This design comes from an exercise in tuning for small area and a short achievable clock period on the open sky130 flow, not from production work.
The RTL was checked by simulation tests, not by an equivalence proof against the original design.
No activity file was given, so power comes from the tool's default toggle rates.

File: flow/run.sh
#!/bin/bash
# synth_recipe.tcl (not shown) runs the flow's synth.tcl, then flattens the netlist and writes it again
# the make line also repeats each setting of config.mk as NAME=value (left out here)
make -C /OpenROAD-flow-scripts/flow DESIGN_CONFIG=/design/flow/config.mk WORK_HOME=/design/flow/orfs CLKGATE_MAP_FILE= SYNTH_SCRIPT=/design/flow/synth_recipe.tcl finish
File: flow/config.mk
export PLATFORM = sky130hd
export DESIGN_NAME = fc_head
export DESIGN_NICKNAME = fc_head
export VERILOG_FILES = /design/flow/design.v
export SDC_FILE = /design/flow/constraint.sdc
export NUM_CORES = 4
export LEC_CHECK = 0
export ABC_CLOCK_PERIOD_IN_PS = 1500
export CAP_MARGIN = 20
export CORE_MARGIN = 2
export CORE_UTILIZATION = 40
export SETUP_SLACK_MARGIN = 4.8
export SLEW_MARGIN = 20
File: flow/constraint.sdc
create_clock -name core_clock -period 8.0 [get_ports {clk}]
set_input_delay 1.6000 -clock core_clock [delete_from_list [all_inputs] [get_ports {clk}]]
set_output_delay 1.6000 -clock core_clock [all_outputs]
set_load 0.01 [all_outputs]
File: flow/design.v
`timescale 1ns / 1ps
module neuron #(
    parameter signed [15:0] BIAS = 0    
)(
    input clk,
    input [7:0] one,         
    input [7:0] two,         
    input [7:0] neg,         
    input [15:0] weight,     
    input clr,               
    output reg [15:0] logit
);
    wire [31:0] ts, tc;
    mul_tree tree (.one(one), .two(two), .neg(neg), .w(weight), .ps(ts), .pc(tc));
    reg [31:0] ps, pc, p;
    wire [32:0] p_next;
    add_bk #(.W(32)) padd (.a(ps), .b(pc), .s(p_next));
    always @(posedge clk) begin
        ps <= ts;
        pc <= tc;
        p <= p_next[31:0];
    end
    reg [31:0] acc;
    reg [17:0] tot;
    wire [32:0] s;
    add_pfx #(.W(32)) add (.a(acc), .b(p), .s(s));
    wire ovf = (acc[31] == p[31]) && (s[31] != acc[31]);
    wire [31:0] r = ovf ? {acc[31], {31{~acc[31]}}} : s[31:0];
    always @(posedge clk) begin
        acc <= clr ? 32'd0 : r;
        if (clr)
            tot <= r[31:14];
    end
    wire [18:0] u = {tot[17], tot} + {{3{BIAS[15]}}, BIAS};
    always @(posedge clk)
        logit <= (u[18:15] == 4'b0000 || u[18:15] == 4'b1111) ? u[15:0] :
                 u[18] ? 16'h8000 : 16'h7FFF;
endmodule
module add_pfx #(
    parameter W = 32
)(
    input [W-1:0] a,
    input [W-1:0] b,
    output [W:0] s
);
    localparam L = $clog2(W);
    wire [W*(L+1)-1:0] G, P;
    assign G[W-1:0] = a & b;
    assign P[W-1:0] = a ^ b;
    genvar l, i;
    generate
        for (l = 0; l < L; l = l + 1) begin : pfx
            for (i = 0; i < W; i = i + 1) begin : bt
                if ((i >> l) & 1) begin : merge
                    localparam integer J = ((i >> l) << l) - 1;
                    assign G[W*(l+1)+i] = G[W*l+i] | (P[W*l+i] & G[W*l+J]);
                    assign P[W*(l+1)+i] = P[W*l+i] & P[W*l+J];
                end else begin : pass
                    assign G[W*(l+1)+i] = G[W*l+i];
                    assign P[W*(l+1)+i] = P[W*l+i];
                end
            end
        end
    endgenerate
    assign s = {G[W*L+W-1], P[W-1:0] ^ {G[W*L+W-2:W*L], 1'b0}};
endmodule
module add_bk #(
    parameter W = 32
)(
    input [W-1:0] a,
    input [W-1:0] b,
    output [W:0] s
);
    localparam L = $clog2(W);
    localparam NS = 2 * L - 1;
    wire [W*(NS+1)-1:0] G, P;
    assign G[W-1:0] = a & b;
    assign P[W-1:0] = a ^ b;
    genvar st, i;
    generate
        for (st = 0; st < NS; st = st + 1) begin : pfx
            localparam integer LV = (st < L) ? st : (2 * L - 2 - st);
            localparam integer D = 1 << LV;
            for (i = 0; i < W; i = i + 1) begin : bt
                localparam integer NODE = (st < L) ? (((i + 1) % (2 * D)) == 0) :
                                          ((((i + 1) % (2 * D)) == D) && (i >= 2 * D));
                if (NODE) begin : merge
                    assign G[W*(st+1)+i] = G[W*st+i] | (P[W*st+i] & G[W*st+i-D]);
                    assign P[W*(st+1)+i] = P[W*st+i] & P[W*st+i-D];
                end else begin : pass
                    assign G[W*(st+1)+i] = G[W*st+i];
                    assign P[W*(st+1)+i] = P[W*st+i];
                end
            end
        end
    endgenerate
    assign s = {G[W*NS+W-1], P[W-1:0] ^ {G[W*NS+W-2:W*NS], 1'b0}};
endmodule
module mul_tree (
    input  [7:0] one,
    input  [7:0] two,
    input  [7:0] neg,
    input  [15:0] w,
    output [31:0] ps,
    output [31:0] pc
);
    wire pp0_0 = ((one[0] & w[0]) | (two[0] & 1'b0)) ^ neg[0];
    wire pp0_1 = ((one[0] & w[1]) | (two[0] & w[0])) ^ neg[0];
    wire pp0_2 = ((one[0] & w[2]) | (two[0] & w[1])) ^ neg[0];
    wire pp0_3 = ((one[0] & w[3]) | (two[0] & w[2])) ^ neg[0];
    wire pp0_4 = ((one[0] & w[4]) | (two[0] & w[3])) ^ neg[0];
    wire pp0_5 = ((one[0] & w[5]) | (two[0] & w[4])) ^ neg[0];
    wire pp0_6 = ((one[0] & w[6]) | (two[0] & w[5])) ^ neg[0];
    wire pp0_7 = ((one[0] & w[7]) | (two[0] & w[6])) ^ neg[0];
    wire pp0_8 = ((one[0] & w[8]) | (two[0] & w[7])) ^ neg[0];
    wire pp0_9 = ((one[0] & w[9]) | (two[0] & w[8])) ^ neg[0];
    wire pp0_10 = ((one[0] & w[10]) | (two[0] & w[9])) ^ neg[0];
    wire pp0_11 = ((one[0] & w[11]) | (two[0] & w[10])) ^ neg[0];
    wire pp0_12 = ((one[0] & w[12]) | (two[0] & w[11])) ^ neg[0];
    wire pp0_13 = ((one[0] & w[13]) | (two[0] & w[12])) ^ neg[0];
    wire pp0_14 = ((one[0] & w[14]) | (two[0] & w[13])) ^ neg[0];
    wire pp0_15 = ((one[0] & w[15]) | (two[0] & w[14])) ^ neg[0];
    wire pp0_16 = ~(((one[0] | two[0]) & w[15]) ^ neg[0]);
    wire pp1_0 = ((one[1] & w[0]) | (two[1] & 1'b0)) ^ neg[1];
    wire pp1_1 = ((one[1] & w[1]) | (two[1] & w[0])) ^ neg[1];
    wire pp1_2 = ((one[1] & w[2]) | (two[1] & w[1])) ^ neg[1];
    wire pp1_3 = ((one[1] & w[3]) | (two[1] & w[2])) ^ neg[1];
    wire pp1_4 = ((one[1] & w[4]) | (two[1] & w[3])) ^ neg[1];
    wire pp1_5 = ((one[1] & w[5]) | (two[1] & w[4])) ^ neg[1];
    wire pp1_6 = ((one[1] & w[6]) | (two[1] & w[5])) ^ neg[1];
    wire pp1_7 = ((one[1] & w[7]) | (two[1] & w[6])) ^ neg[1];
    wire pp1_8 = ((one[1] & w[8]) | (two[1] & w[7])) ^ neg[1];
    wire pp1_9 = ((one[1] & w[9]) | (two[1] & w[8])) ^ neg[1];
    wire pp1_10 = ((one[1] & w[10]) | (two[1] & w[9])) ^ neg[1];
    wire pp1_11 = ((one[1] & w[11]) | (two[1] & w[10])) ^ neg[1];
    wire pp1_12 = ((one[1] & w[12]) | (two[1] & w[11])) ^ neg[1];
    wire pp1_13 = ((one[1] & w[13]) | (two[1] & w[12])) ^ neg[1];
    wire pp1_14 = ((one[1] & w[14]) | (two[1] & w[13])) ^ neg[1];
    wire pp1_15 = ((one[1] & w[15]) | (two[1] & w[14])) ^ neg[1];
    wire pp1_16 = ~(((one[1] | two[1]) & w[15]) ^ neg[1]);
    wire pp2_0 = ((one[2] & w[0]) | (two[2] & 1'b0)) ^ neg[2];
    wire pp2_1 = ((one[2] & w[1]) | (two[2] & w[0])) ^ neg[2];
    wire pp2_2 = ((one[2] & w[2]) | (two[2] & w[1])) ^ neg[2];
    wire pp2_3 = ((one[2] & w[3]) | (two[2] & w[2])) ^ neg[2];
    wire pp2_4 = ((one[2] & w[4]) | (two[2] & w[3])) ^ neg[2];
    wire pp2_5 = ((one[2] & w[5]) | (two[2] & w[4])) ^ neg[2];
    wire pp2_6 = ((one[2] & w[6]) | (two[2] & w[5])) ^ neg[2];
    wire pp2_7 = ((one[2] & w[7]) | (two[2] & w[6])) ^ neg[2];
    wire pp2_8 = ((one[2] & w[8]) | (two[2] & w[7])) ^ neg[2];
    wire pp2_9 = ((one[2] & w[9]) | (two[2] & w[8])) ^ neg[2];
    wire pp2_10 = ((one[2] & w[10]) | (two[2] & w[9])) ^ neg[2];
    wire pp2_11 = ((one[2] & w[11]) | (two[2] & w[10])) ^ neg[2];
    wire pp2_12 = ((one[2] & w[12]) | (two[2] & w[11])) ^ neg[2];
    wire pp2_13 = ((one[2] & w[13]) | (two[2] & w[12])) ^ neg[2];
    wire pp2_14 = ((one[2] & w[14]) | (two[2] & w[13])) ^ neg[2];
    wire pp2_15 = ((one[2] & w[15]) | (two[2] & w[14])) ^ neg[2];
    wire pp2_16 = ~(((one[2] | two[2]) & w[15]) ^ neg[2]);
    wire pp3_0 = ((one[3] & w[0]) | (two[3] & 1'b0)) ^ neg[3];
    wire pp3_1 = ((one[3] & w[1]) | (two[3] & w[0])) ^ neg[3];
    wire pp3_2 = ((one[3] & w[2]) | (two[3] & w[1])) ^ neg[3];
    wire pp3_3 = ((one[3] & w[3]) | (two[3] & w[2])) ^ neg[3];
    wire pp3_4 = ((one[3] & w[4]) | (two[3] & w[3])) ^ neg[3];
    wire pp3_5 = ((one[3] & w[5]) | (two[3] & w[4])) ^ neg[3];
    wire pp3_6 = ((one[3] & w[6]) | (two[3] & w[5])) ^ neg[3];
    wire pp3_7 = ((one[3] & w[7]) | (two[3] & w[6])) ^ neg[3];
    wire pp3_8 = ((one[3] & w[8]) | (two[3] & w[7])) ^ neg[3];
    wire pp3_9 = ((one[3] & w[9]) | (two[3] & w[8])) ^ neg[3];
    wire pp3_10 = ((one[3] & w[10]) | (two[3] & w[9])) ^ neg[3];
    wire pp3_11 = ((one[3] & w[11]) | (two[3] & w[10])) ^ neg[3];
    wire pp3_12 = ((one[3] & w[12]) | (two[3] & w[11])) ^ neg[3];
    wire pp3_13 = ((one[3] & w[13]) | (two[3] & w[12])) ^ neg[3];
    wire pp3_14 = ((one[3] & w[14]) | (two[3] & w[13])) ^ neg[3];
    wire pp3_15 = ((one[3] & w[15]) | (two[3] & w[14])) ^ neg[3];
    wire pp3_16 = ~(((one[3] | two[3]) & w[15]) ^ neg[3]);
    wire pp4_0 = ((one[4] & w[0]) | (two[4] & 1'b0)) ^ neg[4];
    wire pp4_1 = ((one[4] & w[1]) | (two[4] & w[0])) ^ neg[4];
    wire pp4_2 = ((one[4] & w[2]) | (two[4] & w[1])) ^ neg[4];
    wire pp4_3 = ((one[4] & w[3]) | (two[4] & w[2])) ^ neg[4];
    wire pp4_4 = ((one[4] & w[4]) | (two[4] & w[3])) ^ neg[4];
    wire pp4_5 = ((one[4] & w[5]) | (two[4] & w[4])) ^ neg[4];
    wire pp4_6 = ((one[4] & w[6]) | (two[4] & w[5])) ^ neg[4];
    wire pp4_7 = ((one[4] & w[7]) | (two[4] & w[6])) ^ neg[4];
    wire pp4_8 = ((one[4] & w[8]) | (two[4] & w[7])) ^ neg[4];
    wire pp4_9 = ((one[4] & w[9]) | (two[4] & w[8])) ^ neg[4];
    wire pp4_10 = ((one[4] & w[10]) | (two[4] & w[9])) ^ neg[4];
    wire pp4_11 = ((one[4] & w[11]) | (two[4] & w[10])) ^ neg[4];
    wire pp4_12 = ((one[4] & w[12]) | (two[4] & w[11])) ^ neg[4];
    wire pp4_13 = ((one[4] & w[13]) | (two[4] & w[12])) ^ neg[4];
    wire pp4_14 = ((one[4] & w[14]) | (two[4] & w[13])) ^ neg[4];
    wire pp4_15 = ((one[4] & w[15]) | (two[4] & w[14])) ^ neg[4];
    wire pp4_16 = ~(((one[4] | two[4]) & w[15]) ^ neg[4]);
    wire pp5_0 = ((one[5] & w[0]) | (two[5] & 1'b0)) ^ neg[5];
    wire pp5_1 = ((one[5] & w[1]) | (two[5] & w[0])) ^ neg[5];
    wire pp5_2 = ((one[5] & w[2]) | (two[5] & w[1])) ^ neg[5];
    wire pp5_3 = ((one[5] & w[3]) | (two[5] & w[2])) ^ neg[5];
    wire pp5_4 = ((one[5] & w[4]) | (two[5] & w[3])) ^ neg[5];
    wire pp5_5 = ((one[5] & w[5]) | (two[5] & w[4])) ^ neg[5];
    wire pp5_6 = ((one[5] & w[6]) | (two[5] & w[5])) ^ neg[5];
    wire pp5_7 = ((one[5] & w[7]) | (two[5] & w[6])) ^ neg[5];
    wire pp5_8 = ((one[5] & w[8]) | (two[5] & w[7])) ^ neg[5];
    wire pp5_9 = ((one[5] & w[9]) | (two[5] & w[8])) ^ neg[5];
    wire pp5_10 = ((one[5] & w[10]) | (two[5] & w[9])) ^ neg[5];
    wire pp5_11 = ((one[5] & w[11]) | (two[5] & w[10])) ^ neg[5];
    wire pp5_12 = ((one[5] & w[12]) | (two[5] & w[11])) ^ neg[5];
    wire pp5_13 = ((one[5] & w[13]) | (two[5] & w[12])) ^ neg[5];
    wire pp5_14 = ((one[5] & w[14]) | (two[5] & w[13])) ^ neg[5];
    wire pp5_15 = ((one[5] & w[15]) | (two[5] & w[14])) ^ neg[5];
    wire pp5_16 = ~(((one[5] | two[5]) & w[15]) ^ neg[5]);
    wire pp6_0 = ((one[6] & w[0]) | (two[6] & 1'b0)) ^ neg[6];
    wire pp6_1 = ((one[6] & w[1]) | (two[6] & w[0])) ^ neg[6];
    wire pp6_2 = ((one[6] & w[2]) | (two[6] & w[1])) ^ neg[6];
    wire pp6_3 = ((one[6] & w[3]) | (two[6] & w[2])) ^ neg[6];
    wire pp6_4 = ((one[6] & w[4]) | (two[6] & w[3])) ^ neg[6];
    wire pp6_5 = ((one[6] & w[5]) | (two[6] & w[4])) ^ neg[6];
    wire pp6_6 = ((one[6] & w[6]) | (two[6] & w[5])) ^ neg[6];
    wire pp6_7 = ((one[6] & w[7]) | (two[6] & w[6])) ^ neg[6];
    wire pp6_8 = ((one[6] & w[8]) | (two[6] & w[7])) ^ neg[6];
    wire pp6_9 = ((one[6] & w[9]) | (two[6] & w[8])) ^ neg[6];
    wire pp6_10 = ((one[6] & w[10]) | (two[6] & w[9])) ^ neg[6];
    wire pp6_11 = ((one[6] & w[11]) | (two[6] & w[10])) ^ neg[6];
    wire pp6_12 = ((one[6] & w[12]) | (two[6] & w[11])) ^ neg[6];
    wire pp6_13 = ((one[6] & w[13]) | (two[6] & w[12])) ^ neg[6];
    wire pp6_14 = ((one[6] & w[14]) | (two[6] & w[13])) ^ neg[6];
    wire pp6_15 = ((one[6] & w[15]) | (two[6] & w[14])) ^ neg[6];
    wire pp6_16 = ~(((one[6] | two[6]) & w[15]) ^ neg[6]);
    wire pp7_0 = ((one[7] & w[0]) | (two[7] & 1'b0)) ^ neg[7];
    wire pp7_1 = ((one[7] & w[1]) | (two[7] & w[0])) ^ neg[7];
    wire pp7_2 = ((one[7] & w[2]) | (two[7] & w[1])) ^ neg[7];
    wire pp7_3 = ((one[7] & w[3]) | (two[7] & w[2])) ^ neg[7];
    wire pp7_4 = ((one[7] & w[4]) | (two[7] & w[3])) ^ neg[7];
    wire pp7_5 = ((one[7] & w[5]) | (two[7] & w[4])) ^ neg[7];
    wire pp7_6 = ((one[7] & w[6]) | (two[7] & w[5])) ^ neg[7];
    wire pp7_7 = ((one[7] & w[7]) | (two[7] & w[6])) ^ neg[7];
    wire pp7_8 = ((one[7] & w[8]) | (two[7] & w[7])) ^ neg[7];
    wire pp7_9 = ((one[7] & w[9]) | (two[7] & w[8])) ^ neg[7];
    wire pp7_10 = ((one[7] & w[10]) | (two[7] & w[9])) ^ neg[7];
    wire pp7_11 = ((one[7] & w[11]) | (two[7] & w[10])) ^ neg[7];
    wire pp7_12 = ((one[7] & w[12]) | (two[7] & w[11])) ^ neg[7];
    wire pp7_13 = ((one[7] & w[13]) | (two[7] & w[12])) ^ neg[7];
    wire pp7_14 = ((one[7] & w[14]) | (two[7] & w[13])) ^ neg[7];
    wire pp7_15 = ((one[7] & w[15]) | (two[7] & w[14])) ^ neg[7];
    wire pp7_16 = ~(((one[7] | two[7]) & w[15]) ^ neg[7]);
    wire hs0 = neg[5] ^ pp0_10;
    wire hc0 = neg[5] & pp0_10;
    wire hs1 = pp0_11 ^ pp1_9;
    wire hc1 = pp0_11 & pp1_9;
    wire fs0 = neg[6] ^ pp0_12 ^ pp1_10;
    wire fc0 = (neg[6] & pp0_12) | (neg[6] & pp1_10) | (pp0_12 & pp1_10);
    wire hs2 = pp2_8 ^ pp3_6;
    wire hc2 = pp2_8 & pp3_6;
    wire fs1 = pp0_13 ^ pp1_11 ^ pp2_9;
    wire fc1 = (pp0_13 & pp1_11) | (pp0_13 & pp2_9) | (pp1_11 & pp2_9);
    wire hs3 = pp3_7 ^ pp4_5;
    wire hc3 = pp3_7 & pp4_5;
    wire fs2 = neg[7] ^ pp0_14 ^ pp1_12;
    wire fc2 = (neg[7] & pp0_14) | (neg[7] & pp1_12) | (pp0_14 & pp1_12);
    wire fs3 = pp2_10 ^ pp3_8 ^ pp4_6;
    wire fc3 = (pp2_10 & pp3_8) | (pp2_10 & pp4_6) | (pp3_8 & pp4_6);
    wire hs4 = pp5_4 ^ pp6_2;
    wire hc4 = pp5_4 & pp6_2;
    wire fs4 = pp0_15 ^ pp1_13 ^ pp2_11;
    wire fc4 = (pp0_15 & pp1_13) | (pp0_15 & pp2_11) | (pp1_13 & pp2_11);
    wire fs5 = pp3_9 ^ pp4_7 ^ pp5_5;
    wire fc5 = (pp3_9 & pp4_7) | (pp3_9 & pp5_5) | (pp4_7 & pp5_5);
    wire hs5 = pp6_3 ^ pp7_1;
    wire hc5 = pp6_3 & pp7_1;
    wire fs6 = 1'b1 ^ pp0_16 ^ pp1_14;
    wire fc6 = (1'b1 & pp0_16) | (1'b1 & pp1_14) | (pp0_16 & pp1_14);
    wire fs7 = pp2_12 ^ pp3_10 ^ pp4_8;
    wire fc7 = (pp2_12 & pp3_10) | (pp2_12 & pp4_8) | (pp3_10 & pp4_8);
    wire fs8 = pp5_6 ^ pp6_4 ^ pp7_2;
    wire fc8 = (pp5_6 & pp6_4) | (pp5_6 & pp7_2) | (pp6_4 & pp7_2);
    wire fs9 = 1'b1 ^ pp1_15 ^ pp2_13;
    wire fc9 = (1'b1 & pp1_15) | (1'b1 & pp2_13) | (pp1_15 & pp2_13);
    wire fs10 = pp3_11 ^ pp4_9 ^ pp5_7;
    wire fc10 = (pp3_11 & pp4_9) | (pp3_11 & pp5_7) | (pp4_9 & pp5_7);
    wire hs6 = pp6_5 ^ pp7_3;
    wire hc6 = pp6_5 & pp7_3;
    wire fs11 = pp1_16 ^ pp2_14 ^ pp3_12;
    wire fc11 = (pp1_16 & pp2_14) | (pp1_16 & pp3_12) | (pp2_14 & pp3_12);
    wire fs12 = pp4_10 ^ pp5_8 ^ pp6_6;
    wire fc12 = (pp4_10 & pp5_8) | (pp4_10 & pp6_6) | (pp5_8 & pp6_6);
    wire fs13 = 1'b1 ^ pp2_15 ^ pp3_13;
    wire fc13 = (1'b1 & pp2_15) | (1'b1 & pp3_13) | (pp2_15 & pp3_13);
    wire hs7 = pp4_11 ^ pp5_9;
    wire hc7 = pp4_11 & pp5_9;
    wire fs14 = pp2_16 ^ pp3_14 ^ pp4_12;
    wire fc14 = (pp2_16 & pp3_14) | (pp2_16 & pp4_12) | (pp3_14 & pp4_12);
    wire hs8 = 1'b1 ^ pp3_15;
    wire hc8 = 1'b1 & pp3_15;
    wire hs9 = neg[3] ^ pp0_6;
    wire hc9 = neg[3] & pp0_6;
    wire hs10 = pp0_7 ^ pp1_5;
    wire hc10 = pp0_7 & pp1_5;
    wire fs15 = neg[4] ^ pp0_8 ^ pp1_6;
    wire fc15 = (neg[4] & pp0_8) | (neg[4] & pp1_6) | (pp0_8 & pp1_6);
    wire hs11 = pp2_4 ^ pp3_2;
    wire hc11 = pp2_4 & pp3_2;
    wire fs16 = pp0_9 ^ pp1_7 ^ pp2_5;
    wire fc16 = (pp0_9 & pp1_7) | (pp0_9 & pp2_5) | (pp1_7 & pp2_5);
    wire hs12 = pp3_3 ^ pp4_1;
    wire hc12 = pp3_3 & pp4_1;
    wire fs17 = pp1_8 ^ pp2_6 ^ pp3_4;
    wire fc17 = (pp1_8 & pp2_6) | (pp1_8 & pp3_4) | (pp2_6 & pp3_4);
    wire fs18 = pp4_2 ^ pp5_0 ^ hs0;
    wire fc18 = (pp4_2 & pp5_0) | (pp4_2 & hs0) | (pp5_0 & hs0);
    wire fs19 = pp2_7 ^ pp3_5 ^ pp4_3;
    wire fc19 = (pp2_7 & pp3_5) | (pp2_7 & pp4_3) | (pp3_5 & pp4_3);
    wire fs20 = pp5_1 ^ hc0 ^ hs1;
    wire fc20 = (pp5_1 & hc0) | (pp5_1 & hs1) | (hc0 & hs1);
    wire fs21 = pp4_4 ^ pp5_2 ^ pp6_0;
    wire fc21 = (pp4_4 & pp5_2) | (pp4_4 & pp6_0) | (pp5_2 & pp6_0);
    wire fs22 = hc1 ^ hs2 ^ fs0;
    wire fc22 = (hc1 & hs2) | (hc1 & fs0) | (hs2 & fs0);
    wire fs23 = pp5_3 ^ pp6_1 ^ hc2;
    wire fc23 = (pp5_3 & pp6_1) | (pp5_3 & hc2) | (pp6_1 & hc2);
    wire fs24 = hs3 ^ fc0 ^ fs1;
    wire fc24 = (hs3 & fc0) | (hs3 & fs1) | (fc0 & fs1);
    wire fs25 = pp7_0 ^ hc3 ^ hs4;
    wire fc25 = (pp7_0 & hc3) | (pp7_0 & hs4) | (hc3 & hs4);
    wire fs26 = fc1 ^ fs2 ^ fs3;
    wire fc26 = (fc1 & fs2) | (fc1 & fs3) | (fs2 & fs3);
    wire fs27 = hc4 ^ hs5 ^ fc2;
    wire fc27 = (hc4 & hs5) | (hc4 & fc2) | (hs5 & fc2);
    wire fs28 = fc3 ^ fs4 ^ fs5;
    wire fc28 = (fc3 & fs4) | (fc3 & fs5) | (fs4 & fs5);
    wire fs29 = hc5 ^ fc4 ^ fc5;
    wire fc29 = (hc5 & fc4) | (hc5 & fc5) | (fc4 & fc5);
    wire fs30 = fs6 ^ fs7 ^ fs8;
    wire fc30 = (fs6 & fs7) | (fs6 & fs8) | (fs7 & fs8);
    wire fs31 = hs6 ^ fc6 ^ fc7;
    wire fc31 = (hs6 & fc6) | (hs6 & fc7) | (fc6 & fc7);
    wire fs32 = fc8 ^ fs10 ^ fs9;
    wire fc32 = (fc8 & fs10) | (fc8 & fs9) | (fs10 & fs9);
    wire fs33 = pp7_4 ^ hc6 ^ fc10;
    wire fc33 = (pp7_4 & hc6) | (pp7_4 & fc10) | (hc6 & fc10);
    wire fs34 = fc9 ^ fs11 ^ fs12;
    wire fc34 = (fc9 & fs11) | (fc9 & fs12) | (fs11 & fs12);
    wire fs35 = pp6_7 ^ pp7_5 ^ hs7;
    wire fc35 = (pp6_7 & pp7_5) | (pp6_7 & hs7) | (pp7_5 & hs7);
    wire fs36 = fc11 ^ fc12 ^ fs13;
    wire fc36 = (fc11 & fc12) | (fc11 & fs13) | (fc12 & fs13);
    wire fs37 = pp5_10 ^ pp6_8 ^ pp7_6;
    wire fc37 = (pp5_10 & pp6_8) | (pp5_10 & pp7_6) | (pp6_8 & pp7_6);
    wire fs38 = hc7 ^ fc13 ^ fs14;
    wire fc38 = (hc7 & fc13) | (hc7 & fs14) | (fc13 & fs14);
    wire fs39 = pp4_13 ^ pp5_11 ^ pp6_9;
    wire fc39 = (pp4_13 & pp5_11) | (pp4_13 & pp6_9) | (pp5_11 & pp6_9);
    wire fs40 = pp7_7 ^ hs8 ^ fc14;
    wire fc40 = (pp7_7 & hs8) | (pp7_7 & fc14) | (hs8 & fc14);
    wire fs41 = pp3_16 ^ pp4_14 ^ pp5_12;
    wire fc41 = (pp3_16 & pp4_14) | (pp3_16 & pp5_12) | (pp4_14 & pp5_12);
    wire fs42 = pp6_10 ^ pp7_8 ^ hc8;
    wire fc42 = (pp6_10 & pp7_8) | (pp6_10 & hc8) | (pp7_8 & hc8);
    wire fs43 = 1'b1 ^ pp4_15 ^ pp5_13;
    wire fc43 = (1'b1 & pp4_15) | (1'b1 & pp5_13) | (pp4_15 & pp5_13);
    wire hs13 = pp6_11 ^ pp7_9;
    wire hc13 = pp6_11 & pp7_9;
    wire fs44 = pp4_16 ^ pp5_14 ^ pp6_12;
    wire fc44 = (pp4_16 & pp5_14) | (pp4_16 & pp6_12) | (pp5_14 & pp6_12);
    wire hs14 = 1'b1 ^ pp5_15;
    wire hc14 = 1'b1 & pp5_15;
    wire hs15 = neg[2] ^ pp0_4;
    wire hc15 = neg[2] & pp0_4;
    wire hs16 = pp0_5 ^ pp1_3;
    wire hc16 = pp0_5 & pp1_3;
    wire fs45 = pp1_4 ^ pp2_2 ^ pp3_0;
    wire fc45 = (pp1_4 & pp2_2) | (pp1_4 & pp3_0) | (pp2_2 & pp3_0);
    wire fs46 = pp2_3 ^ pp3_1 ^ hc9;
    wire fc46 = (pp2_3 & pp3_1) | (pp2_3 & hc9) | (pp3_1 & hc9);
    wire fs47 = pp4_0 ^ hc10 ^ hs11;
    wire fc47 = (pp4_0 & hc10) | (pp4_0 & hs11) | (hc10 & hs11);
    wire fs48 = hc11 ^ hs12 ^ fc15;
    wire fc48 = (hc11 & hs12) | (hc11 & fc15) | (hs12 & fc15);
    wire fs49 = hc12 ^ fc16 ^ fs17;
    wire fc49 = (hc12 & fc16) | (hc12 & fs17) | (fc16 & fs17);
    wire fs50 = fc17 ^ fs19 ^ fc18;
    wire fc50 = (fc17 & fs19) | (fc17 & fc18) | (fs19 & fc18);
    wire fs51 = fc19 ^ fs21 ^ fc20;
    wire fc51 = (fc19 & fs21) | (fc19 & fc20) | (fs21 & fc20);
    wire fs52 = fc21 ^ fs23 ^ fc22;
    wire fc52 = (fc21 & fs23) | (fc21 & fc22) | (fs23 & fc22);
    wire fs53 = fc23 ^ fs25 ^ fc24;
    wire fc53 = (fc23 & fs25) | (fc23 & fc24) | (fs25 & fc24);
    wire fs54 = fc25 ^ fc26 ^ fs27;
    wire fc54 = (fc25 & fc26) | (fc25 & fs27) | (fc26 & fs27);
    wire fs55 = fc27 ^ fc28 ^ fs29;
    wire fc55 = (fc27 & fc28) | (fc27 & fs29) | (fc28 & fs29);
    wire fs56 = fc29 ^ fc30 ^ fs31;
    wire fc56 = (fc29 & fc30) | (fc29 & fs31) | (fc30 & fs31);
    wire fs57 = fc31 ^ fc32 ^ fs33;
    wire fc57 = (fc31 & fc32) | (fc31 & fs33) | (fc32 & fs33);
    wire fs58 = fs35 ^ fc33 ^ fc34;
    wire fc58 = (fs35 & fc33) | (fs35 & fc34) | (fc33 & fc34);
    wire fs59 = fs37 ^ fc35 ^ fc36;
    wire fc59 = (fs37 & fc35) | (fs37 & fc36) | (fc35 & fc36);
    wire fs60 = fc37 ^ fs39 ^ fc38;
    wire fc60 = (fc37 & fs39) | (fc37 & fc38) | (fs39 & fc38);
    wire fs61 = fc39 ^ fs41 ^ fs42;
    wire fc61 = (fc39 & fs41) | (fc39 & fs42) | (fs41 & fs42);
    wire fs62 = hs13 ^ fc41 ^ fs43;
    wire fc62 = (hs13 & fc41) | (hs13 & fs43) | (fc41 & fs43);
    wire fs63 = pp7_10 ^ hc13 ^ fc43;
    wire fc63 = (pp7_10 & hc13) | (pp7_10 & fc43) | (hc13 & fc43);
    wire fs64 = pp6_13 ^ pp7_11 ^ hs14;
    wire fc64 = (pp6_13 & pp7_11) | (pp6_13 & hs14) | (pp7_11 & hs14);
    wire fs65 = pp5_16 ^ pp6_14 ^ pp7_12;
    wire fc65 = (pp5_16 & pp6_14) | (pp5_16 & pp7_12) | (pp6_14 & pp7_12);
    wire hs17 = 1'b1 ^ pp6_15;
    wire hc17 = 1'b1 & pp6_15;
    wire hs18 = neg[1] ^ pp0_2;
    wire hc18 = neg[1] & pp0_2;
    wire hs19 = pp0_3 ^ pp1_1;
    wire hc19 = pp0_3 & pp1_1;
    wire fs66 = pp1_2 ^ pp2_0 ^ hs15;
    wire fc66 = (pp1_2 & pp2_0) | (pp1_2 & hs15) | (pp2_0 & hs15);
    wire fs67 = pp2_1 ^ hc15 ^ hs16;
    wire fc67 = (pp2_1 & hc15) | (pp2_1 & hs16) | (hc15 & hs16);
    wire fs68 = hc16 ^ hs9 ^ fs45;
    wire fc68 = (hc16 & hs9) | (hc16 & fs45) | (hs9 & fs45);
    wire fs69 = hs10 ^ fc45 ^ fs46;
    wire fc69 = (hs10 & fc45) | (hs10 & fs46) | (fc45 & fs46);
    wire fs70 = fs15 ^ fc46 ^ fs47;
    wire fc70 = (fs15 & fc46) | (fs15 & fs47) | (fc46 & fs47);
    wire fs71 = fs16 ^ fc47 ^ fs48;
    wire fc71 = (fs16 & fc47) | (fs16 & fs48) | (fc47 & fs48);
    wire fs72 = fs18 ^ fc48 ^ fs49;
    wire fc72 = (fs18 & fc48) | (fs18 & fs49) | (fc48 & fs49);
    wire fs73 = fs20 ^ fc49 ^ fs50;
    wire fc73 = (fs20 & fc49) | (fs20 & fs50) | (fc49 & fs50);
    wire fs74 = fs22 ^ fc50 ^ fs51;
    wire fc74 = (fs22 & fc50) | (fs22 & fs51) | (fc50 & fs51);
    wire fs75 = fs24 ^ fc51 ^ fs52;
    wire fc75 = (fs24 & fc51) | (fs24 & fs52) | (fc51 & fs52);
    wire fs76 = fs26 ^ fc52 ^ fs53;
    wire fc76 = (fs26 & fc52) | (fs26 & fs53) | (fc52 & fs53);
    wire fs77 = fs28 ^ fc53 ^ fs54;
    wire fc77 = (fs28 & fc53) | (fs28 & fs54) | (fc53 & fs54);
    wire fs78 = fs30 ^ fc54 ^ fs55;
    wire fc78 = (fs30 & fc54) | (fs30 & fs55) | (fc54 & fs55);
    wire fs79 = fs32 ^ fc55 ^ fs56;
    wire fc79 = (fs32 & fc55) | (fs32 & fs56) | (fc55 & fs56);
    wire fs80 = fs34 ^ fc56 ^ fs57;
    wire fc80 = (fs34 & fc56) | (fs34 & fs57) | (fc56 & fs57);
    wire fs81 = fs36 ^ fc57 ^ fs58;
    wire fc81 = (fs36 & fc57) | (fs36 & fs58) | (fc57 & fs58);
    wire fs82 = fs38 ^ fc58 ^ fs59;
    wire fc82 = (fs38 & fc58) | (fs38 & fs59) | (fc58 & fs59);
    wire fs83 = fs40 ^ fc59 ^ fs60;
    wire fc83 = (fs40 & fc59) | (fs40 & fs60) | (fc59 & fs60);
    wire fs84 = fc40 ^ fs61 ^ fc60;
    wire fc84 = (fc40 & fs61) | (fc40 & fc60) | (fs61 & fc60);
    wire fs85 = fc42 ^ fs62 ^ fc61;
    wire fc85 = (fc42 & fs62) | (fc42 & fc61) | (fs62 & fc61);
    wire fs86 = fs44 ^ fc62 ^ fs63;
    wire fc86 = (fs44 & fc62) | (fs44 & fs63) | (fc62 & fs63);
    wire fs87 = fc44 ^ fs64 ^ fc63;
    wire fc87 = (fc44 & fs64) | (fc44 & fc63) | (fs64 & fc63);
    wire fs88 = hc14 ^ fs65 ^ fc64;
    wire fc88 = (hc14 & fs65) | (hc14 & fc64) | (fs65 & fc64);
    wire fs89 = pp7_13 ^ hs17 ^ fc65;
    wire fc89 = (pp7_13 & hs17) | (pp7_13 & fc65) | (hs17 & fc65);
    wire fs90 = pp6_16 ^ pp7_14 ^ hc17;
    wire fc90 = (pp6_16 & pp7_14) | (pp6_16 & hc17) | (pp7_14 & hc17);
    wire hs20 = 1'b1 ^ pp7_15;
    wire hc20 = 1'b1 & pp7_15;
    assign ps[0] = neg[0];
    assign pc[0] = pp0_0;
    assign ps[1] = pp0_1;
    assign pc[1] = 1'b0;
    assign ps[2] = pp1_0;
    assign pc[2] = hs18;
    assign ps[3] = hc18;
    assign pc[3] = hs19;
    assign ps[4] = hc19;
    assign pc[4] = fs66;
    assign ps[5] = fc66;
    assign pc[5] = fs67;
    assign ps[6] = fc67;
    assign pc[6] = fs68;
    assign ps[7] = fc68;
    assign pc[7] = fs69;
    assign ps[8] = fc69;
    assign pc[8] = fs70;
    assign ps[9] = fc70;
    assign pc[9] = fs71;
    assign ps[10] = fc71;
    assign pc[10] = fs72;
    assign ps[11] = fc72;
    assign pc[11] = fs73;
    assign ps[12] = fc73;
    assign pc[12] = fs74;
    assign ps[13] = fc74;
    assign pc[13] = fs75;
    assign ps[14] = fc75;
    assign pc[14] = fs76;
    assign ps[15] = fc76;
    assign pc[15] = fs77;
    assign ps[16] = fc77;
    assign pc[16] = fs78;
    assign ps[17] = fc78;
    assign pc[17] = fs79;
    assign ps[18] = fc79;
    assign pc[18] = fs80;
    assign ps[19] = fc80;
    assign pc[19] = fs81;
    assign ps[20] = fc81;
    assign pc[20] = fs82;
    assign ps[21] = fc82;
    assign pc[21] = fs83;
    assign ps[22] = fc83;
    assign pc[22] = fs84;
    assign ps[23] = fs85;
    assign pc[23] = fc84;
    assign ps[24] = fs86;
    assign pc[24] = fc85;
    assign ps[25] = fc86;
    assign pc[25] = fs87;
    assign ps[26] = fs88;
    assign pc[26] = fc87;
    assign ps[27] = fs89;
    assign pc[27] = fc88;
    assign ps[28] = fs90;
    assign pc[28] = fc89;
    assign ps[29] = hs20;
    assign pc[29] = fc90;
    assign ps[30] = pp7_16;
    assign pc[30] = hc20;
    assign ps[31] = 1'b1;
    assign pc[31] = 1'b0;
endmodule
`timescale 1ns / 1ps
module Softmax (
    input clk,
    input rst,
    input [63:0] in,           
    input in_valid,            
    output reg [63:0] out,
    output reg valid,
    output [7:0] led_control
);
    function [15:0] exp_lut;
        input [3:0] idx;
        begin
            case (idx)
                4'd0:  exp_lut = 16'h0800;
                4'd1:  exp_lut = 16'h09D0;
                4'd2:  exp_lut = 16'h0C20;
                4'd3:  exp_lut = 16'h0F80;
                4'd4:  exp_lut = 16'h1480;
                4'd5:  exp_lut = 16'h1C80;
                4'd6:  exp_lut = 16'h2A00;
                4'd7:  exp_lut = 16'h4000;
                4'd8:  exp_lut = 16'h6800;
                4'd9:  exp_lut = 16'hAC00;
                4'd10: exp_lut = 16'h1280;
                4'd11: exp_lut = 16'h1F80;
                4'd12: exp_lut = 16'h2C00;
                4'd13: exp_lut = 16'h4C00;
                4'd14: exp_lut = 16'h8000;
                default: exp_lut = 16'hD800;
            endcase
        end
    endfunction
    function [3:0] rank;
        input [3:0] idx;
        begin
            case (idx)
                4'd0:  rank = 4'd0;
                4'd1:  rank = 4'd1;
                4'd2:  rank = 4'd2;
                4'd3:  rank = 4'd3;
                4'd4:  rank = 4'd5;
                4'd5:  rank = 4'd6;
                4'd6:  rank = 4'd8;
                4'd7:  rank = 4'd10;
                4'd8:  rank = 4'd12;
                4'd9:  rank = 4'd14;
                4'd10: rank = 4'd4;
                4'd11: rank = 4'd7;
                4'd12: rank = 4'd9;
                4'd13: rank = 4'd11;
                4'd14: rank = 4'd13;
                default: rank = 4'd15;
            endcase
        end
    endfunction
    wire [3:0] i0 = {~in[15], in[14:12]};
    wire [3:0] i1 = {~in[31], in[30:28]};
    wire [3:0] i2 = {~in[47], in[46:44]};
    wire [3:0] i3 = {~in[63], in[62:60]};
    wire [15:0] e0 = exp_lut(i0);
    wire [15:0] e1 = exp_lut(i1);
    wire [15:0] e2 = exp_lut(i2);
    wire [15:0] e3 = exp_lut(i3);
    reg [12:0] p01, p23;
    wire [12:0] p01_next, p23_next;
    wire [13:0] sum;
    add_pfx #(.W(12)) add01 (.a(e0[15:4]), .b(e1[15:4]), .s(p01_next));
    add_pfx #(.W(12)) add23 (.a(e2[15:4]), .b(e3[15:4]), .s(p23_next));
    add_pfx #(.W(13)) add4 (.a(p01), .b(p23), .s(sum));
    wire [3:0] s = sum[13:10];
    wire [2:0] sh = (s == 4'b0000) ? 3'd4 :
                    (s[3:1] == 3'b001) ? 3'd3 :
                    (s[3:2] == 2'b01) ? 3'd2 :
                    s[3] ? 3'd1 : 3'd0;
    wire [3:0] r0 = rank(i0);
    wire [3:0] r1 = rank(i1);
    wire [3:0] r2 = rank(i2);
    wire [3:0] r3 = rank(i3);
    reg g10, g20, g30, g21, g31, g32;
    wire [1:0] cls = (g30 && g31 && g32) ? 2'd3 :
                     (g20 && g21) ? 2'd2 :
                     g10 ? 2'd1 : 2'd0;
    reg [3:0] led;
    assign led_control = {4'b0000, led};
    reg valid_d;
    wire [15:0] n0 = e0 >> sh;
    wire [15:0] n1 = e1 >> sh;
    wire [15:0] n2 = e2 >> sh;
    wire [15:0] n3 = e3 >> sh;
    always @(posedge clk) begin
        p01 <= p01_next;
        g10 <= r1 > r0;
        g20 <= r2 > r0;
        g30 <= r3 > r0;
        g21 <= r2 > r1;
        g31 <= r3 > r1;
        g32 <= r3 > r2;
        p23 <= p23_next;
        valid_d <= !rst && in_valid;
        out <= {1'b0, n3[14:0], 1'b0, n2[14:0], 1'b0, n1[14:0], 1'b0, n0[14:0]};
        led <= 4'b0001 << cls;
        valid <= !rst && valid_d;
    end
endmodule
`timescale 1ns / 1ps
module fc_head #(
    parameter DATA_WIDTH = 16,
    parameter NUM_INPUTS = 1024,
    parameter NUM_OUTPUTS = 4
)(
    input clk,
    input rst,
    input [DATA_WIDTH-1:0] myinput,
    input [DATA_WIDTH*NUM_OUTPUTS-1:0] myweights,
    input myinputValid,
    output [DATA_WIDTH*NUM_OUTPUTS-1:0] softmax_out,
    output softmax_valid,
    output [7:0] led_control,
    output [DATA_WIDTH*NUM_OUTPUTS-1:0] logits
);
    reg [9:0] input_count;
    reg [63:0] weights;
    reg last0, last1, last2, last3, logit_valid, rst_d, clr;
    reg [7:0] b_one, b_two, b_neg;
    reg [7:0] b_one_n, b_two_n, b_neg_n;
    wire take = myinputValid && !rst;
    wire [16:0] xe = {myinput, 1'b0};
    wire [7:0] e_one, e_two, e_neg;
    genvar i;
    generate
        for (i = 0; i < 8; i = i + 1) begin : booth
            assign e_one[i] = xe[2*i+1] ^ xe[2*i];
            assign e_two[i] = (xe[2*i+2] & ~xe[2*i+1] & ~xe[2*i]) | (~xe[2*i+2] & xe[2*i+1] & xe[2*i]);
            assign e_neg[i] = xe[2*i+2];
        end
    endgenerate
    always @(posedge clk) begin
        b_one <= take ? e_one : 8'd0;
        b_two <= take ? e_two : 8'd0;
        b_neg <= take ? e_neg : 8'd0;
        b_one_n <= ~(take ? e_one : 8'd0);
        b_two_n <= ~(take ? e_two : 8'd0);
        b_neg_n <= ~(take ? e_neg : 8'd0);
        weights <= myweights;
        rst_d <= rst;
        clr <= rst_d || last1;
        if (rst) begin
            input_count <= 0;
            last0 <= 0;
            last1 <= 0;
            last2 <= 0;
            last3 <= 0;
            logit_valid <= 0;
        end else begin
            if (myinputValid)
                input_count <= input_count + 1;
            last0 <= myinputValid && (input_count == NUM_INPUTS-1);
            last1 <= last0;
            last2 <= last1;
            last3 <= last2;
            logit_valid <= last3;
        end
    end
    localparam [63:0] BIASES = {16'h003C, 16'h0001, 16'hFFD1, 16'h0006};
    generate
        for (i = 0; i < NUM_OUTPUTS; i = i + 1) begin : output_layer
            neuron #(
                .BIAS(BIASES[(i+1)*DATA_WIDTH-1 -: DATA_WIDTH])
            ) neuron_output (
                .clk(clk),
                .one(i < 2 ? b_one : ~b_one_n),
                .two(i < 2 ? b_two : ~b_two_n),
                .neg(i < 2 ? b_neg : ~b_neg_n),
                .weight(weights[(i+1)*DATA_WIDTH-1 -: DATA_WIDTH]),
                .clr(clr),
                .logit(logits[(i+1)*DATA_WIDTH-1 -: DATA_WIDTH])
            );
        end
    endgenerate
    Softmax softmax_inst (
        .clk(clk),
        .rst(rst),
        .in(logits),
        .in_valid(logit_valid),
        .out(softmax_out),
        .valid(softmax_valid),
        .led_control(led_control)
    );
endmodule
==> run summary, run 1 <==
status=complete, no violations; register area share after synthesis=32.4%; Final setup viols=0; DPL Wire Length=101000 um; Die Width=376 um; GP Congestion=0.871; number of nets in the layout=6785; hold_ws=roughly 0.43 ns; total track usage=20.4%; delay-heaviest family, CP=buffers and inverters; CTS Hold Bufs=0; total power=0.0263 W; register area=approximately 18000 um^2; commonest cells in the synthesized netlist=789 x dfxtp_1, 623 x inv_1, 585 x xnor2_1, 436 x fa_1, 411 x ha_1; CP max stage cell=dfxtp_4; clock insertion delay at the later pin of the skew report=roughly 0.71 ns; Slew HR=between 30% and 40%; Final Max Slew Viols=0; Top FF cell, synth=dfxtp_1; Setup Crit Path Kind=reg -> out; number of global-route vias before repair=41000; pin count of the biggest net entering global routing=72; share of post-route cells with drive strength above 1=11.0%; max incr delay on CP=about 0.38 ns; DRT Wirelength=148000 um; DRT iter0 DRCs=3542; LEAKAGE=27.7 nW; worst r2r src=b_neg_n[4]; WL per Instance=about 19 um; Sw Pwr=between 0.01 and 0.015 W; startpoint type of the worst setup path=register; Sum Neg Setup Slack=0 ns; Synth Instances=5692; Crit Path Max Fanout=8; # Max-Cap Violations=0; Gate power share=54.2%; Hold Path Class=reg -> reg; Root Buffer=clkbuf_16; worst vdd ir=0.343 mV; Area growth, synth to finish=16.7%; Post-DP Area=58700 um^2; CP arrival=1.58 ns; Rows=roughly 140; number of synthesis warnings=6; critical path cell sequence=buf_4 -> dlygate4sd2_1; cts bufs inserted=a little under 100; H-Tree Depth=3; #FFs+latches synth=861; PortBufs=211; Critical Path Sink Type=output pin; final cell utilization of the core=47.0%; count leader, synth=dfxtp_1; synth unique cells=85; Vias/cell=5.34; antenna-violating nets left=0; Antenna Cells=0; Synth area leaders=dfxtp_1 29%, fa_1 16%, ha_1 9.3%, xnor2_1 9.3%, inv_1 4.2%; Worst-path clk slew=0.06 ns; worst slew pin tran=0.989 ns; Top Ports=220; Core Box Area=137000 um^2; Multi-input gate area=34400 um^2; post-synth top area share=between 20 and 30%; clk sinks=about 860; cell taking the most area after synthesis=dfxtp_1; GRT overflow=0; worst endpoint required time=roughly 6.4 ns; Final Cycle Share=between 30 and 40%; switching share of total power=42.9%; Internal=0.0150 W; DRC=0; DR vias=41300; die footprint=141000 um^2; Design Area, Final=64600 um^2; Starting Density=40.3%; CTS tree=done; Hold Vio Cnt, Final=0; Post-synth EDFFs=72; clk buf depth=3; Pwr Density=407 nW/um^2; Seq pwr share=28.4%; RSZ-0062 raised after global routing=true; min Tclk post-route=3.18 ns; Buf+Inv Stages, Crit Path=2; mapped cell area=between 50000 and 60000 um^2; Worst Setup SP=output_layer[1].neuron_output.logit[15]; Max Clk Rate=roughly 310 MHz; clock skew=0.0156 ns; Die Y=between 300 and 400 um; number of fill cells=12900; drt first pass iters=6; synthesized area per cell=about 9.7 um^2; first-pass GRT wire length=230000 um; clock share of power=17.5%; hold_sp=last0; ys async rst share=0%; antenna violations before repair=4
-- per-layer routing --
| layer | routed length [um] | up-vias | track usage [%] | share of wire [%] |
|---|---|---|---|---|
| met5 | 13 | - | 0 | 0.0088 |
| met2 | 64200 | 1624 | 31.3 | 43 |
| li1 | - | 19400 | - | - |
| met3 | 11000 | 317 | 3.11 | 7.4 |
| met1 | 68400 | 19900 | 29.0 | 46 |
| met4 | 4710 | 2 | 7.33 | 3.2 |
-- through the flow --
| step | setup slack (ns) | std cells |
|---|---|---|
| floorplan | 4.76 | 5699 |
| global placement | 4.15 | 7394 |
| detailed placement | 4.12 | 7394 |
| CTS | 4.69 | 7648 |
| global route | 4.75 | 7734 |
| finish | 4.82 | 7734 |
-- path summary, 6_finish.rpt --
kind / slack, ns / end / cells after the start
worst min register to register: 0.43 / last1 / 1
worst max-delay path: 4.82 / logits[31] / 2
worst min-delay path: 0.43 / last1 / 1
worst max register to register: 4.84 / output_layer[2].neuron_output.pc[18] / 8
-- logic make-up (layout without fill, tap and decap cells) --
logic type               after synthesis  in the layout  share of synthesized area [%]
AO/OA/AOI/OAI                       1296           1296                           15.2
buffers and inverters                993           1231                           6.87
AND/OR/NAND/NOR                      871            874                           7.24
flip-flops                           861            861                           32.4
adder cells (fa/ha/maj)              849            849                           25.1
XOR/XNOR                             770            770                           12.2
multiplexers                          51             51                          0.938
other                                  1              8                        0.00677
-- power groups by stage --
stage	combinational [W]	clock [W]	sequential, W
4_1_cts	0.0136	0.00472	0.00747
3_5_place_dp	0.0134	0	0.00753
2_1_floorplan	0.00972	0	0.00715
6_report	0.0142	0.00459	0.00746
3_3_place_gp	0.0132	0	0.00752
5_1_grt	0.0160	0.00488	0.00765
-- state kept, by name (all words and copies together), names as in the netlist, 10 cells and up --
signal and cells:
input_count 10, output_layer.neuron_output.acc 128, output_layer.neuron_output.logit 64, output_layer.neuron_output.p 128, output_layer.neuron_output.pc 120, output_layer.neuron_output.ps 122, output_layer.neuron_output.tot 72, softmax_inst.out 60
softmax_inst.p01 13, softmax_inst.p23 13, weights 64
-- cells in the final DEF (no fill, tap or decap), drive strengths merged, types with 195 or more instances in the layout --
master | synthesis | routed
dfxtp | 789 | 789
inv | 630 | 608
xnor2 | 585 | 585
fa | 436 | 436
ha | 411 | 411
nor2 | 290 | 290
o22ai | 257 | 257
a22oi | 256 | 256
nand2 | 254 | 254
a21oi | 243 | 243
o21ai | 222 | 222
buf | 67 | 195
-- repair_timing --
action / CTS / global route
resized for setup: 321 / 179
gates cloned: 1 / 6
setup buffers: 67 / 80
pin swaps: 28 / 57
endpoints found under the setup margin: 459 / 260
-- area by class of cell --
type                            count  area share [%]
Multi-Input combinational cell   3848            53.3
Clock buffer                      132            4.39
Timing Repair Buffer              410            6.05
Tap cell                         1794            3.48
Clock inverter                     54           0.800
Inverter                          632            3.89
Sequential cell                   861            28.1
Timing Repair inverter              3          0.0349
==> run 2, diff against run 1 <==
--- a/flow/config.mk
+++ b/flow/config.mk
@@ -8,6 +8,6 @@
 export ABC_CLOCK_PERIOD_IN_PS = 1500
 export CAP_MARGIN = 20
 export CORE_MARGIN = 2
-export CORE_UTILIZATION = 40
+export CORE_UTILIZATION = 60
 export SETUP_SLACK_MARGIN = 4.8
 export SLEW_MARGIN = 20
==> run 2 against run 1 <==
Final area fell by 1.2%; non-clock buffer count fell by 5; first-iteration DRC count fell by 6.8%; hold slack improved by 0.018 ns; critical path type is now reg -> reg; sequential power barely moved; wire length fell by 3.0%; largest power group unchanged; still clean on timing, DRC and antenna.
==> run summary, run 2 <==
status=complete, no violations; # Max-Cap Violations=0; Slew HR=33.4%; Largest regs=output_layer.neuron_output.acc x128, output_layer.neuron_output.p x128, output_layer.neuron_output.ps x122; antenna violations before repair=5; Hold Vio Cnt, Final=0; CP arrival=3.73 ns; Top Ports=220; startpoint type of the worst setup path=register; commonest non-fill, non-tap cells in the layout=717 x dfxtp_1, 588 x inv_1, 578 x xnor2_1; RSZ-0062 raised after global routing=true; hold_ws=0.448 ns; pin count of the biggest net entering global routing=just over 70; Rows=111; Final Max Slew Viols=0; number of nets in the layout=6777; clk buf depth=3; Synth Area in Adders=roughly 25%; Placed Cells=6792; Compound-Gate Fraction of Synth Area=between 10% and 20%; clk sinks=roughly 860; number of global-route vias before repair=40700; count leader, synth=dfxtp_1; cell taking the most area after synthesis=dfxtp_1; cts bufs inserted=93; PortBufs=211; Post-synth EDFFs=72; Starting Density=60.5%; Post-DP Area=58000 um^2; Sum Neg Setup Slack=0 ns; commonest non-fill, non-tap cell in the layout=dfxtp_1; Root Buffer=clkbuf_16; max incr delay on CP=0.51 ns; H-Tree Depth=3; Setup Crit Path Kind=reg -> reg; delay-heaviest family, CP=adder cells; worst r2r path cells=8; Area growth, synth to finish=15.2%; Worst Setup SP=weights[58]; commonest cells in the synthesized netlist=789 x dfxtp_1, 623 x inv_1, 585 x xnor2_1, 436 x fa_1, 411 x ha_1; synth unique cells=85; Synth Area in XOR/XNOR=12.2%; die footprint=94700 um^2; LEAKAGE=27.5 nW; clock skew=between 0.02 and 0.025 ns; most used cell, CP=fa_1; mux cell area share after synthesis=0.938%; worst slew pin tran=around 1 ns; Hold Path Class=reg -> reg; Antenna Cells=0; share of post-route cells with drive strength above 1=10.5%; Reg2Reg Setup Slack=4.82 ns; GRT overflow=0; synthesized area per cell=9.73 um^2; ys async rst share=0%; Die Width=308 um; Crit Path Max Fanout=5; Critical Path Sink Type=register; antenna-violating nets left=0; worst endpoint required time=8.55 ns; drt first pass iters=6; Post-Synth Simple-Gate Area=7.24%; #FFs+latches synth=861; critical path cell sequence=clkinvlp_2 -> o22ai_1 -> xnor2_2 -> fa_1 -> fa_1 -> fa_1 -> inv_1 -> fa_1; DR vias=41200; CTS Hold Bufs=0; reg-to-reg endpoint=output_layer[3].neuron_output.pc[17]; Core Box Area=91500 um^2; number of synthesis warnings=6; DPL Wire Length=around 98000 um; Buf+Inv Stages, Crit Path=2; register area share after synthesis=32.4%; CTS tree=done; total track usage=29.9%; Synth Instances=5692; first-pass GRT wire length=about 220000 um; WL per Instance=approximately 20 um; Pwr Density=between 400 and 500 nW/um^2; Design Area, Final=roughly 64000 um^2; Die Y=slightly above 300 um; DRC=0; worst vdd ir=0.436 mV; Max Clk Rate=314 MHz; CP max stage cell=fa_1; largest family of logic cells by synthesized area=adder cells; Worst-path clk slew=about 0.06 ns; clock insertion delay at the later pin of the skew report=0.68 ns; final std cells w/o fill=7110; Final Cycle Share=39.8%; Vias/cell=between 5 and 6; Hold EP=softmax_inst.valid_d; Synth area leaders=dfxtp_1 29%, fa_1 16%, ha_1 9.3%, xnor2_1 9.3%, inv_1 4.2%; worst r2r src=weights[58]; min Tclk post-route=around 3.2 ns; Top FF cell, synth=dfxtp_1; post-synth top area share=28.5%; GP Congestion=0.864; hold path cells=1; number of fill cells=7146; Final setup viols=0; mapped cell area=between 50000 and 60000 um^2; DRT iter0 DRCs=3300; hold_sp=logit_valid; DRT Wirelength=144000 um
-- run 2: layer usage --
| layer | up-vias | GRT usage (%) | part of all wire (%) |
|---|---|---|---|
| met1 | 19800 | 42.9 | 45 |
| met5 | - | 0 | 0 |
| li1 | 19400 | - | - |
| met2 | 1711 | 45.6 | 44 |
| met3 | 263 | 5.96 | 8.5 |
| met4 | 0 | 8.98 | 2.5 |
-- run 2: timing repair --
item                                   in CTS  in global routing
endpoints found under the hold margin       0                  0
gates resized for setup                   211                192
gates cloned                                2                  7
pin swaps                                  17                 49
setup endpoints to repair                 354                289
buffers inserted                           54                 83
-- run 2: report_power, final --
part,leakage (nW),switching (W),total (W),internal (W)
combinational,18.6,0.00828,0.0144,0.00609
clock,1.60,0.00182,0.00456,0.00274
sequential,7.31,0.00111,0.00745,0.00634
-- run 2: worst register-to-register path, cell delays in order (launching register included) --
cell,delay (ns)
dfxtp_2,0.39
clkinvlp_2,0.32
o22ai_1,0.31
xnor2_2,0.15
fa_1,0.46
fa_1,0.43
fa_1,0.51
inv_1,0.05
fa_1,0.44
-- run 2: metrics by stage --
| step | util [%] | total power [W] | worst slack [ns] |
|---|---|---|---|
| floorplan | - | 0.0169 | 4.76 |
| CTS | 68.1 | 0.0259 | 4.68 |
| finish | 69.7 | 0.0264 | 4.82 |
| global placement | 63.4 | 0.0207 | 4.28 |
| detailed placement | 63.4 | 0.0210 | 4.19 |
| global route | 69.7 | 0.0285 | 4.70 |
-- run 2: cell families after synthesis --
group	count (synthesis)
and+or+nand+nor	871
other	1
adders and majority gates	849
DFF	861
xor gates and xnor gates	770
AOI/OAI and AO/OA	1296
muxes	51
buffers and inverters	993
-- run 2: layout make-up --
type / count / area [um^2] / share of cell area (%)
Clock buffer: 127 / 2640 / 4.13
Clock inverter: 45 / 653 / 1.02
Inverter: 632 / 2510 / 3.94
Multi-Input combinational cell: 3849 / 34400 / 53.9
Sequential cell: 861 / 18100 / 28.4
Tap cell: 1186 / 1480 / 2.33
Timing Repair Buffer: 405 / 3980 / 6.23
Timing Repair inverter: 5 / 32.5 / 0.0510
-- run 2: how the worst max path moves through the flow --
stage / to / slack (ns) / depth (start not counted)
6_report: output_layer[3].neuron_output.pc[17] / 4.82 / 8
5_1_grt: output_layer[3].neuron_output.p[30] / 4.70 / 11
4_1_cts: output_layer[0].neuron_output.p[29] / 4.68 / 14
3_5_place_dp: output_layer[0].neuron_output.p[29] / 4.19 / 13
3_3_place_gp: output_layer[0].neuron_output.p[29] / 4.28 / 13
2_1_floorplan: output_layer[0].neuron_output.pc[17] / 4.76 / 8
==> run 3, diff against run 2 <==
--- a/flow/config.mk
+++ b/flow/config.mk
@@ -8,6 +8,8 @@
 export ABC_CLOCK_PERIOD_IN_PS = 1500
 export CAP_MARGIN = 20
 export CORE_MARGIN = 2
-export CORE_UTILIZATION = 60
-export SETUP_SLACK_MARGIN = 4.8
+export CORE_UTILIZATION = 40
+export CTS_CLUSTER_DIAMETER = 80
+export CTS_CLUSTER_SIZE = 30
+export SETUP_SLACK_MARGIN = 4.65
 export SLEW_MARGIN = 20
==> run 3 against run 2 <==
Sequential share of layout area up 0.67 points; final area down 2.3%; combinational power down 3%; clock skew up 0.014 ns; non-clock buffer count down 83; synthesized area unchanged; critical endpoint is now output_layer[3].neuron_output.pc[21]; maximum frequency down 3.3%; wire length up 0.58%; cell count up 6.5%.
==> run summary, run 3 <==
Top FF cell, synth=dfxtp_1; Critical Path Sink Type=register; Worst-path clk slew=~0.10 ns; DRT Wirelength=roughly 140000 um; Sum Neg Setup Slack=0 ns; RSZ-0062 raised after global routing=false; clock skew=around 0.036 ns; pin count of the biggest net entering global routing=74; Max Clk Rate=304 MHz; Internal=0.0139 W; Synth area leaders=dfxtp_1 29%, fa_1 16%, ha_1 9.3%, xnor2_1 9.3%, inv_1 4.2%; first-pass GRT wire length=228000 um; mapped cell area=55400 um^2; share of post-route cells with drive strength above 1=7.29%; number of synthesis warnings=6; Final Max Slew Viols=0; Core Box Area=137000 um^2; number of global-route vias before repair=40400; clock share of power=14.4%; register area share after synthesis=32.4%; Starting Density=just over 40%; commonest non-fill, non-tap cell in the layout=dfxtp_1; Seq pwr share=between 20% and 30%; commonest cells in the synthesized netlist=789 x dfxtp_1, 623 x inv_1, 585 x xnor2_1, 436 x fa_1, 411 x ha_1; final std cells w/o fill=7570; CTS tree=done; worst slew pin tran=1.01 ns; Sw Pwr=0.0111 W; Final setup viols=0; clk buf depth=3; Final Cycle Share=41.1%; synthesized area per cell=9.73 um^2; Setup Crit Path Kind=reg -> reg; Placed Cells=~7400; synth unique cells=85; LEAKAGE=between 20 and 30 nW; DRC=0; antenna violations before repair=6; Vias/cell=5.36; Hold Vio Cnt, Final=0; Root Buffer=clkbuf_16; number of nets in the layout=6653; ys async rst share=0%; Crit Path Max Fanout=8; Post-synth EDFFs=72; status=complete, no violations; Slew HR=between 30% and 40%; worst vdd ir=0.499 mV; post-place setup slack=4.03 ns; Largest regs=output_layer.neuron_output.acc x128, output_layer.neuron_output.p x128, output_layer.neuron_output.ps x122; Hold Path Class=reg -> reg; Synth Instances=5692; antenna-violating nets left=0; Area growth, synth to finish=12.6%; Die Width=376 um; GP Congestion=just under 0.9; post-synth top area share=28.5%; hold_ws=0.438 ns; Top Ports=220; cts bufs inserted=59; count leader, synth=dfxtp_1; startpoint type of the worst setup path=register; worst endpoint required time=8.57 ns; Gate power share=55.8%; PortBufs=211; H-Tree Depth=2; drt first pass iters=5; Rows=136; # Max-Cap Violations=0; DR vias=about 41000; GRT overflow=0; clock insertion delay at the later pin of the skew report=0.72 ns; #FFs+latches synth=861; CP arrival=3.86 ns; final worst setup slack=4.71 ns; clk sinks=861; WL per Instance=19.1 um; Die Y=between 300 and 400 um; min Tclk post-route=3.29 ns; commonest non-fill, non-tap cells in the layout=720 x dfxtp_1, 602 x inv_1, 585 x xnor2_1; cell taking the most area after synthesis=dfxtp_1; die footprint=141000 um^2; switching share of total power=44.6%; DRT iter0 DRCs=~3400; DPL Wire Length=just over 100000 um; total track usage=20.2%; Pwr Density=401 nW/um^2
==> run 3: cell counts after synthesis <==
No cell type changed its count.
==> run 3: power groups by stage <==
stage          Combinational (W)  Sequential [W]  Clock [W]
5_1_grt                   0.0157         0.00762    0.00390
2_1_floorplan            0.00972         0.00715          0
3_5_place_dp              0.0135         0.00753          0
6_report                  0.0140         0.00744    0.00360
4_1_cts                   0.0136         0.00745    0.00374
3_3_place_gp              0.0132         0.00752          0
==> run 3: worst paths after layout <==
check | cells after the start | slack, ns | startpoint | endpoint
max | 9 | 4.71 | weights[60] | output_layer[3].neuron_output.pc[21]
max reg2reg | 9 | 4.71 | weights[60] | output_layer[3].neuron_output.pc[21]
min reg2reg | 1 | 0.44 | softmax_inst.valid_d | softmax_inst.valid
min | 1 | 0.44 | softmax_inst.valid_d | softmax_inst.valid
==> run 3: logic make-up (layout without fill, tap and decap cells) <==
| group | after synthesis | count (layout) | share of synthesized area, % |
|---|---|---|---|
| compound gates | 1296 | 1296 | 15.2 |
| buf+inv | 993 | 1066 | 6.87 |
| simple gates | 871 | 873 | 7.24 |
| xor+xnor | 770 | 770 | 12.2 |
| other cells | 1 | 10 | 0.00677 |
| mux | 51 | 51 | 0.938 |
| flops | 861 | 861 | 32.4 |
| fa+ha+maj | 849 | 849 | 25.1 |
==> run 3: cell type report <==
cell class              count  area (um^2)
diodes                      2         5.00
clock buffers              65         1540
clock inverters            47          840
fillers                 13100        75200
inverters                 632         2470
multi-input cells        3847        34100
flip-flops and latches    861        18100
well taps                1794         2240
repair buffers            322         3070
==> run 3: routing by layer <==
| layer | part of all wire, % | vias up | track usage, % |
|---|---|---|---|
| met5 | 0.0055 | - | 0 |
| met4 | 3.6 | 2 | 7.89 |
| met3 | 6.8 | 313 | 2.87 |
| met2 | 43 | 1525 | 30.8 |
| met1 | 47 | 19600 | 28.8 |
| li1 | - | 19200 | - |
==> run 3: timing repair <==
action / in CTS / in global routing
pin swaps: 3 / 25
setup endpoints to repair: 310 / 272
endpoints found under the hold margin: 0 / 0
resized for setup: 115 / 124
hold buffers: 0 / 0
gates cloned: 1 / 1
setup buffers: 9 / 49
==> run 3: metrics by stage <==
stage	power [W]	util (%)	cell area, um^2
2_1_floorplan	0.0169	-	55400
3_3_place_gp	0.0207	42.7	58700
3_5_place_dp	0.0210	42.7	58700
4_1_cts	0.0248	44.7	61500
5_1_grt	0.0272	45.3	62300
6_report	0.0250	45.3	62300
==> run 3: critical path, stage by stage (launching register included) <==
cell and delay (ns):
dfxtp_1 0.46, clkinvlp_4 0.27, buf_4 0.21, o22ai_1 0.21
xnor2_1 0.17, fa_1 0.46, fa_1 0.42, fa_1 0.49
inv_1 0.05, fa_1 0.43

separate check: timing with driven ports:
Ports are ideal in the flow. The routed layouts listed here were re-timed in OpenROAD.
Step 1 sets driving cells, clkbuf_16 on the clock port and buf_2 on the other inputs (assumed; they add their load-dependent delay and slew).
Step 2 moves the port delays by t, midway between the first and last clock arrival at a register: inputs arrive t later, outputs are due t later. That takes back most of the time a late clock gives input paths.
a / b / c = ideal ports / drivers / drivers and shift; a / b = the first two.
| run | t, ns | setup slack, ns | worst setup path after step 2 |
|---|---|---|---|
| run 1 | 0.773 | 4.823 / 4.751 / 4.596 | input to register |
| run 2 | 0.742 | 4.817 / 4.780 / 4.605 | input to register |
| run 3 | 0.773 | 4.708 / 4.668 / 4.629 | input to register |
After both steps setup and hold are still met in every run listed. The setup slack of run 1, which loses most, moves by -0.072 ns with the drivers and by -0.227 ns with both steps.
